From an optimization exercise on the open Yosys and OpenROAD flow, aimed at small area; shortcuts taken in it are not production practice. Only simulation tests tie the RTL to the original design; equivalence was not proved. Power is estimated from default activity; no workload was simulated.

oak:
==> flow/design.v (excerpt) <==
module exec_unit #(parameter  PC_INIT = 32'h0000_0000 )(
    input  logic              clock_i,
    input  logic              nreset_i,
    input  logic [32-1:0]  reg_file_rs0_i,
    input  logic [32-1:0]  reg_file_rs1_i,
    output logic              du_stall_o,
    input  logic              du_bubble_i,
    input  logic [32-1:0]  du_pc_i,
    input  logic [4:0]        du_rs0_i,
    input  logic [4:0]        du_rs1_i,
    input  logic [4:0]        du_rdt_i,
    input  logic [6:0]        du_opcode_i,
    input  logic [3:0]        du_alu_opcode_i,
    input  logic [2:0]        du_func3_i,
    input  logic              du_is_R_type_i,
    input  logic              du_is_I_type_i,
    input  logic              du_is_S_type_i,
    input  logic              du_is_B_type_i,
    input  logic              du_is_U_type_i,
    input  logic [11:0]       du_immI_i,
    input  logic [11:0]       du_immS_i,
    input  logic [19:0]       du_immU_i,
    input  logic              mem_stall_i,
    output logic [32-1:0]  xu_alu_result_o,
    output logic              xu_alu_bubble_o,
    output logic [4:0]        xu_rdt_addr_o,
    output logic              xu_is_mem_op_o,
    output logic              xu_bubble_o,
    output logic [32-1:0]  mem_addr_o,
    output logic              mem_cmd_o,
    output logic [32-1:0]  mem_data_o,
    output logic [1:0]        mem_size_o
);
export LEC_CHECK = 0
export CAP_MARGIN = 20
export CORE_MARGIN = 2
export CORE_UTILIZATION = 40
export GPL_TIMING_DRIVEN = 0
export PLACE_DENSITY = 0.65
export SETUP_SLACK_MARGIN = 0.2
export SLEW_MARGIN = 20
create_clock -name core_clock -period 8.0 [get_ports {clock_i}]
standard.sh (not shown) runs the stock make flow with config.mk's settings and CLKGATE_MAP_FILE= SYNTH_SCRIPT=/design/flow/synth_recipe.tcl, a recipe that flattens the netlist after the stock synthesis.
==> flow/flow/run.sh <==
#!/bin/bash
# Own layout flow:
#  1. the standard synthesis (synth_recipe.tcl) run through flow/synth.tcl,
#     which only swaps ORFS's delay-oriented ABC script for the area-oriented
#     flow/abc_area.script; adders use Yosys's default Brent-Kung carry
#     lookahead (no Kogge-Stone extra map) and no full/half-adder cells.
#  2. the standard layout (standard.sh) for every later step, with the
#     port buffers made of buf_1 cells (later repair may resize them).
set -euo pipefail
W=$(pwd)
export FLOW_WORK=$W
make -C "$FLOW_HOME" DESIGN_CONFIG="$W/config.mk" WORK_HOME="$W/orfs" CLKGATE_MAP_FILE= \
  SYNTH_SCRIPT="$W/flow/synth.tcl" SYNTH_OPERATIONS_ARGS=-booth ADDER_MAP_FILE= \
  synth > "$W/synth.log" 2>&1
bash standard.sh "BUFFER_PORTS_ARGS=-buffer_cell sky130_fd_sc_hd__buf_1" finish > "$W/layout.log" 2>&1
==> flow/flow/abc_area.script <==
strash
&get -n
&fraig -x
&put
dc2
strash
&get -n
&dch -f
&nf -R 10
&put
==> flow/flow/synth.tcl <==
# The standard synthesis (synth_recipe.tcl, unchanged), with one difference:
# ABC maps the logic with flow/abc_area.script, an area-oriented script, in
# place of ORFS's delay-oriented one. Registers, their names and cell types
# are made by the same steps as in the standard synthesis.
set own_abc_script [file join [file dirname [file normalize [info script]]] abc_area.script]
proc abc {args} {
  set i [lsearch -exact $args -script]
  if {$i >= 0} { lset args [expr {$i + 1}] $::own_abc_script }
  yosys abc {*}$args
}
source [file join $::env(FLOW_WORK) synth_recipe.tcl]
Having completed the whole flow, oak delivered a layout that passed the timing, DRC and antenna checks.
Input-level comparison between pine and oak:
- a deleted SETUP_SLACK_MARGIN that had been 0.2
==> flow/flow/abc_area.script <==
strash
&get -n
&nf
&put
- pine gives less via count normalized by instance count than oak did.
- NOTE: synthesized cell area in pine exceeds that of oak
- Cells: pine has fewer instances than oak
- Compared with oak, pine shows number of setup buffers added after CTS lower by 21.
- For the register fraction of the total cell area, pine came in 0.38 points higher than oak did.
- Adder-cell share of the synthesized area delta (pine -> oak): insignificant

========
## run a
exec_unit, a different RTL version from the one above (not shown whole).
Size: ~110 flip-flops, roughly 290 I/O pins, roughly 0.0094 mm^2 of cells after synthesis.
// exec_unit
module exec_unit #(parameter  PC_INIT = 32'h0000_0000 )(
    input  logic              clock_i,
    input  logic              nreset_i,
    input  logic [32-1:0]  reg_file_rs0_i,
    input  logic [32-1:0]  reg_file_rs1_i,
    output logic              du_stall_o,
    input  logic              du_bubble_i,
    input  logic [32-1:0]  du_pc_i,
    input  logic [4:0]        du_rs0_i,
    input  logic [4:0]        du_rs1_i,
    input  logic [4:0]        du_rdt_i,
    input  logic [6:0]        du_opcode_i,
    input  logic [3:0]        du_alu_opcode_i,
    input  logic [2:0]        du_func3_i,
    input  logic              du_is_R_type_i,
    input  logic              du_is_I_type_i,
    input  logic              du_is_S_type_i,
    input  logic              du_is_B_type_i,
    input  logic              du_is_U_type_i,
    input  logic [11:0]       du_immI_i,
    input  logic [11:0]       du_immS_i,
    input  logic [19:0]       du_immU_i,
    input  logic              mem_stall_i,
    output logic [32-1:0]  xu_alu_result_o,
    output logic              xu_alu_bubble_o,
    output logic [4:0]        xu_rdt_addr_o,
    output logic              xu_is_mem_op_o,
    output logic              xu_bubble_o,
    output logic [32-1:0]  mem_addr_o,
    output logic              mem_cmd_o,
    output logic [32-1:0]  mem_data_o,
    output logic [1:0]        mem_size_o
);
clock: 8.0 ns
lec_check: 0
cap_margin: 20
core_margin: 2
core_utilization: 40
gpl_timing_driven: 0
place_density: 0.65
slew_margin: 20
==> flow/flow/run.sh <==
#!/bin/bash
# Own layout flow:
#  1. the standard synthesis (synth_recipe.tcl) run through flow/synth.tcl,
#     which only swaps ORFS's delay-oriented ABC script for
#     flow/abc_area.script; adders use Yosys's default Brent-Kung carry
#     lookahead (no Kogge-Stone extra map) and no full/half-adder cells.
#  2. the standard layout (standard.sh) for every later step, with the
#     port buffers made of buf_1 cells (later repair may resize them).
# Each tool's output goes to its own log in the work folder (synth.log,
# layout.log); ORFS's per-step logs are under orfs/logs/.
set -euo pipefail
W=$(pwd)
export FLOW_WORK=$W
make -C "$FLOW_HOME" DESIGN_CONFIG="$W/config.mk" WORK_HOME="$W/orfs" CLKGATE_MAP_FILE= \
  SYNTH_SCRIPT="$W/flow/synth.tcl" SYNTH_OPERATIONS_ARGS=-booth ADDER_MAP_FILE= \
  synth > "$W/synth.log" 2>&1
bash standard.sh "BUFFER_PORTS_ARGS=-buffer_cell sky130_fd_sc_hd__buf_1" finish > "$W/layout.log" 2>&1
==> flow/flow/abc_area.script <==
strash
&get -n
&fraig -x
&put
dc2
strash
&get -n
&dch -f
&nf -p
&put
==> flow/flow/synth.tcl <==
# The standard synthesis (synth_recipe.tcl, unchanged), with one difference:
# ABC maps the logic with flow/abc_area.script in place of ORFS's
# delay-oriented script. That script maps the AIG as the RTL structures it
# (no rewriting), with extra area-recovery rounds, so the RTL's Brent-Kung
# carry trees survive while the rest is mapped for area. Registers, their
# names and cell types are made by the same steps as in the standard synthesis.
set own_abc_script [file join [file dirname [file normalize [info script]]] abc_area.script]
proc abc {args} {
  set i [lsearch -exact $args -script]
  if {$i >= 0} { lset args [expr {$i + 1}] $::own_abc_script }
  yosys abc {*}$args
}
source [file join $::env(FLOW_WORK) synth_recipe.tcl]
Run a: all stages complete, timing, DRC and antenna checks passed
[inputs] run b vs run a
Settings: putting CTS_CLUSTER_SIZE at 20 where nothing was set.
==> flow/flow/abc_area.script <==
strash
&get -n
&nf -F 8 -A 4 -C 32 -p
&put
Run b: post-route fraction of the period consumed by the critical path 4.1 points below run a
Between run b and run a, post-detailed-routing wire length is lower for run b, run a comes in above that.
Taking run a as the reference, in run b highest clock rate has increased, power consumption now sits lower, non-clock buffer count shrank by 7, die footprint rose by 0.0012 mm^2, total nets after synthesis now smaller.
For the portion of the layout cell area used by non-clock buffers, run b came in 0.55 points lower than run a did.
Looking at setup slack of the critical path after layout across run b and run a, the one that comes out higher is run b.
The lower share of total power consumed by net switching of run b and run a is in run b.

[port drivers added, routing unchanged]
No port has a modelled driver above. Below, the same layouts with a new extraction and two added sets of constraints.
Step 1 assumes that a clkbuf_16 drives the clock port and a buf_2 every other input.
Step 2, shift: input delay + t, output delay - t, t = (earliest + latest rising clock arrival at the registers) / 2. This alone moves slack from input paths to output paths.
a / b / c = ideal / step 1 / step 2; a / b = the first two.
| run | t (ns) | setup WS [ns] | worst setup path at the end | latest minus earliest clock arrival (ns) | slew at the worst register clock pin (ns) |
|---|---|---|---|---|---|
| oak | 0.421 | 0.379 / 0.408 / -0.014 | input to register | 0.022 / 0.023 | 0.10 / 0.10 |
| pine | 0.419 | 0.517 / 0.536 / 0.117 | input to register | 0.015 / 0.015 | 0.09 / 0.09 |
| run a | 0.423 | 0.259 / 0.273 / -0.150 | input to register | 0.019 / 0.018 | 0.09 / 0.09 |
| run b | 0.414 | 0.591 / 0.586 / 0.172 | input to register | 0.009 / 0.009 | 0.09 / 0.09 |
With both steps, setup timing fails in oak and run a, where it was met with ideal ports. For run b, which loses most, drivers alone change the setup slack by -0.005 ns; drivers and shift together by -0.419 ns.
